What follows belongs to an exercise in optimizing a design on an open flow for small area; a production flow would make more cautious choices. The RTL was checked by simulation tests, not by an equivalence proof against the original design.

==> inputs of sierra <==
## demodulate
module demodulate (
    input  wire               clk,
    input  wire               rst_n,
    input  wire               valid_in,
    input  wire signed [31:0] real_in,
    input  wire signed [31:0] imag_in,
    output reg                valid_out,
    output wire signed [31:0] demod_out
);
clock: 10.0 ns
lec_check: 0
abc_area: 1
cap_margin: 20
core_margin: 2
core_utilization: 40
slew_margin: 20
run.sh (not shown) runs the stock make flow with config.mk's settings and CLKGATE_MAP_FILE= SYNTH_SCRIPT=/design/flow/synth_recipe.tcl, a recipe that flattens the netlist after the stock synthesis.
==> indigo (differences from sierra) <==
CORE_UTILIZATION = 60   (was 40)
PLACE_DENSITY = 0.7   (was unset)
==> comparison table <==
item	sierra	indigo
Worst setup path startpoint	nd1[2]$_DFF_P_	nd1[0]$_DFF_P_
Minimum period implied by the final worst setup slack	8.86 ns	8.94 ns
Total via count after detailed routing	30000	30100
Height of the die	311 um	255 um
CTS Buf Count	29	27
R2R Path Start	nd1[2]$_DFF_P_	nd1[0]$_DFF_P_
Global Route met2 Usage	38.0%	49.6%
Slack of the worst reg-to-reg path	1.14 ns	1.06 ns
Layout buffer count excluding clock buffers	174	167
Total routed wirelength	106000 um	97700 um
Worst-Margin Slew	1.05 ns	1.10 ns
Post-placement cell area	39800 um^2	39300 um^2
Vias per Instance	5.23	5.66
Final core occ	43.7%	64.3%
Status	finished clean	finished clean
DRC marker count from the first detailed-route iteration	1993	2410
Taps Inserted	1254	846

* * *

==> inputs of branch garnet <==
demodulate again, from the RTL that the note above started with.
Settings: LEC_CHECK=0, ABC_AREA=1, CAP_MARGIN=20, CORE_MARGIN=2, CORE_UTILIZATION=40, SLEW_MARGIN=20; clock period 10.0 ns.
standard.sh (not shown) runs the stock make flow with config.mk's settings and CLKGATE_MAP_FILE= SYNTH_SCRIPT=/design/flow/synth_recipe.tcl, a recipe that flattens the netlist after the stock synthesis.
==> flow/flow/run.sh <==
#!/bin/bash
# Own flow: the standard synthesis; then flow/invopt.py removes inverters around
# full adders and xor gates (a full adder is self-dual); then flow/resyn.sh lets ABC remap
# the stage-1 logic without those inverters; then the standard layout of that netlist.
# Registers, their names and cell types are unchanged.
set -euo pipefail
W=$(pwd)
R=$W/orfs/results/$FLOW_PLATFORM/demodulate/base
bash standard.sh synth > "$W/flow_synth.log" 2>&1
cp "$R/1_2_yosys.v" "$W/1_2_yosys.standard.v"
python3 "$W/flow/invopt.py" "$W/1_2_yosys.standard.v" "$W/1_2_yosys.invopt.v" > "$W/flow_invopt.log" 2>&1
bash "$W/flow/resyn.sh" "$W/1_2_yosys.invopt.v" "$W/1_2_yosys.resyn.v" "$W/flow_resyn" > "$W/flow_resyn_sh.log" 2>&1
cp "$W/1_2_yosys.resyn.v" "$R/1_2_yosys.v"
rm -f "$R/1_synth.odb" "$R/1_synth.sdc"
bash standard.sh > "$W/flow_layout.log" 2>&1
==> flow/flow/dont_use.txt <==
sky130_fd_sc_hd__buf_1
sky130_fd_sc_hd__buf_4
sky130_fd_sc_hd__conb_1
sky130_fd_sc_hd__fill_1
sky130_fd_sc_hd__fill_2
sky130_fd_sc_hd__fill_4
sky130_fd_sc_hd__fill_8
sky130_fd_sc_hd__lpflow_bleeder_1
sky130_fd_sc_hd__lpflow_clkbufkapwr_1
sky130_fd_sc_hd__lpflow_clkbufkapwr_16
sky130_fd_sc_hd__lpflow_clkbufkapwr_2
sky130_fd_sc_hd__lpflow_clkbufkapwr_4
sky130_fd_sc_hd__lpflow_clkbufkapwr_8
sky130_fd_sc_hd__lpflow_clkinvkapwr_1
sky130_fd_sc_hd__lpflow_clkinvkapwr_16
sky130_fd_sc_hd__lpflow_clkinvkapwr_2
sky130_fd_sc_hd__lpflow_clkinvkapwr_4
sky130_fd_sc_hd__lpflow_clkinvkapwr_8
sky130_fd_sc_hd__lpflow_decapkapwr_12
sky130_fd_sc_hd__lpflow_decapkapwr_3
sky130_fd_sc_hd__lpflow_decapkapwr_4
sky130_fd_sc_hd__lpflow_decapkapwr_6
sky130_fd_sc_hd__lpflow_decapkapwr_8
sky130_fd_sc_hd__lpflow_inputiso0n_1
sky130_fd_sc_hd__lpflow_inputiso0p_1
sky130_fd_sc_hd__lpflow_inputiso1n_1
sky130_fd_sc_hd__lpflow_inputiso1p_1
sky130_fd_sc_hd__lpflow_inputisolatch_1
sky130_fd_sc_hd__lpflow_isobufsrc_1
sky130_fd_sc_hd__lpflow_isobufsrc_16
sky130_fd_sc_hd__lpflow_isobufsrc_2
sky130_fd_sc_hd__lpflow_isobufsrc_4
sky130_fd_sc_hd__lpflow_isobufsrc_8
sky130_fd_sc_hd__lpflow_isobufsrckapwr_16
sky130_fd_sc_hd__lpflow_lsbuf_lh_hl_isowell_tap_1
sky130_fd_sc_hd__lpflow_lsbuf_lh_hl_isowell_tap_2
sky130_fd_sc_hd__lpflow_lsbuf_lh_hl_isowell_tap_4
sky130_fd_sc_hd__lpflow_lsbuf_lh_isowell_4
sky130_fd_sc_hd__lpflow_lsbuf_lh_isowell_tap_1
sky130_fd_sc_hd__lpflow_lsbuf_lh_isowell_tap_2
sky130_fd_sc_hd__lpflow_lsbuf_lh_isowell_tap_4
sky130_fd_sc_hd__probe_p_8
sky130_fd_sc_hd__probec_p_8
==> flow/flow/resyn.abc <==
strash
dch -f
map
topo
==> flow/flow/resyn.sh <==
#!/bin/bash
# resyn.sh in.v out.v log : remap with ABC (flow/resyn.abc) the combinational logic in the
# input cone of registers r1/i1 (stage 1), after invopt.py removed inverters there.
# Full adders, half adders and registers are kept as they are (same instances and names).
set -euo pipefail
DIR=$(cd "$(dirname "$0")" && pwd)
LIB=$FLOW_HOME/platforms/sky130hd/lib/sky130_fd_sc_hd__tt_025C_1v80.lib
YOSYS=${YOSYS_EXE:-$FLOW_HOME/../tools/install/yosys/bin/yosys}
DU=""
for c in $(cat "$DIR/dont_use.txt"); do DU="$DU -dont_use $c"; done
KEEP=$(grep -o '^ *sky130_fd_sc_hd__\(fa\|ha\|df\|conb\|edf\|sdf\)[a-z0-9_]*' "$1" | sort -u | tr '\n' ' ')
FF=$(grep -o '^ *sky130_fd_sc_hd__\(df\|edf\|sdf\)[a-z0-9_]*' "$1" | sort -u | tr '\n' ',' | sed 's/ //g; s/,$//')
KEEPSEL=""
for k in $KEEP; do KEEPSEL="$KEEPSEL t:$k"; done
cat > "$3.ys" <<E2
read_liberty -ignore_miss_func $LIB
read_verilog $1
hierarchy -top demodulate
cd demodulate
select -set cone c:r1* c:i1* %u %ci1:+sky130_fd_sc_hd__dfxtp_1[D] %ci*:-$FF
setattr -set keep_hierarchy 1 * @cone %d
setattr -set keep_hierarchy 1 $KEEPSEL
cd ..
flatten
opt_clean
cd demodulate
abc -liberty $LIB $DU -script $DIR/resyn.abc t:\$_*
opt_clean -purge
hilomap -singleton -hicell sky130_fd_sc_hd__conb_1 HI -locell sky130_fd_sc_hd__conb_1 LO
splitnets
opt_clean -purge
insbuf -buf sky130_fd_sc_hd__buf_4 A X
opt_clean -purge
cd ..
select demodulate
write_verilog -noattr -noexpr -nohex -nodec -selected $2
E2
"$YOSYS" -l "$3.log" -s "$3.ys" > /dev/null
Other scripts of this flow, unchanged in this note and not shown: flow/flow/invopt.py
==> inputs of branch pepper, as changes to branch garnet <==
==> flow/flow/run.sh (replaced) <==
#!/bin/bash
# Own flow: the standard synthesis, then flow/invopt.py removes inverters around
# full adders and xor gates (a full adder is self-dual), then the standard layout
# of the modified netlist. Registers, their names and cell types are unchanged.
set -euo pipefail
W=$(pwd)
R=$W/orfs/results/$FLOW_PLATFORM/demodulate/base
bash standard.sh synth > "$W/flow_synth.log" 2>&1
cp "$R/1_2_yosys.v" "$W/1_2_yosys.standard.v"
python3 "$W/flow/invopt.py" "$W/1_2_yosys.standard.v" "$W/1_2_yosys.invopt.v" > "$W/flow_invopt.log" 2>&1
cp "$W/1_2_yosys.invopt.v" "$R/1_2_yosys.v"
rm -f "$R/1_synth.odb" "$R/1_synth.sdc"
bash standard.sh > "$W/flow_layout.log" 2>&1
--- a/flow/config.mk
+++ b/flow/config.mk
@@ -9,4 +9,5 @@
 export CAP_MARGIN = 20
 export CORE_MARGIN = 2
 export CORE_UTILIZATION = 40
+export CTS_CLUSTER_SIZE = 25
 export SLEW_MARGIN = 20
removed: flow/flow/dont_use.txt
removed: flow/flow/resyn.abc
removed: flow/flow/resyn.sh
==> out/results.ini <==
[cells_and_area]
nNonClkInverters = 403

[global_route]
global_route.usage.met1 = 0.275

[worst_setup_path]
crit_start = nd4[0]
slowest_delay_ps = 430

[routing]
wl_met2_um = 46900

[status]
status = complete, no violations

[floorplan]
initial_core_util = 0.403

-- figures above: branch garnet

==> out/results.ini <==
[status]
status = complete, no violations

[worst_setup_path]
slowest_delay_ps = 440
crit_start = nd1[0]

[global_route]
antenna_found_initial = 4
global_route.usage.met1 = 0.269

[routing]
wl_met2_um = 46700

[floorplan]
initial_core_util = 0.402

[cells_and_area]
nNonClkInverters = 396

[min_path]
min-delay-start = qr4[0]

-- figures above: branch pepper

static timing again, ports no longer ideal:
No port has a modelled driver above. Below, the same layouts with a new extraction and two added sets of constraints.
Step 1: set_driving_cell puts a clkbuf_16 on clk and a buf_2 on each other input, an assumption about the parent block.
Step 2 adds t to the input delays and takes it off the output delays; t is the mean of the earliest and latest rising clock arrival at the registers after step 1. Input paths then give back, and output paths get back, about the clock's delay inside the block.
Slacks: ideal ports / drivers / drivers and shift; pairs: ideal ports / drivers.
| run | t, ns | slack for setup (ns) | hold slack, ns |
|---|---|---|---|
| sierra | 0.675 | 1.142 / 1.142 / 0.872 | 0.324 / 0.324 / 0.324 |
| indigo | 0.650 | 1.055 / 1.055 / 0.742 | 0.310 / 0.310 / 0.310 |
| branch garnet | 0.661 | 1.174 / 1.174 / 0.710 | 0.320 / 0.320 / 0.320 |
| branch pepper | 0.669 | 1.211 / 1.211 / 0.585 | 0.325 / 0.325 / 0.325 |
After both steps setup and hold are still met in every run listed. For branch pepper, which loses most, drivers alone change the setup slack by 0.000 ns; drivers and shift together by -0.626 ns.
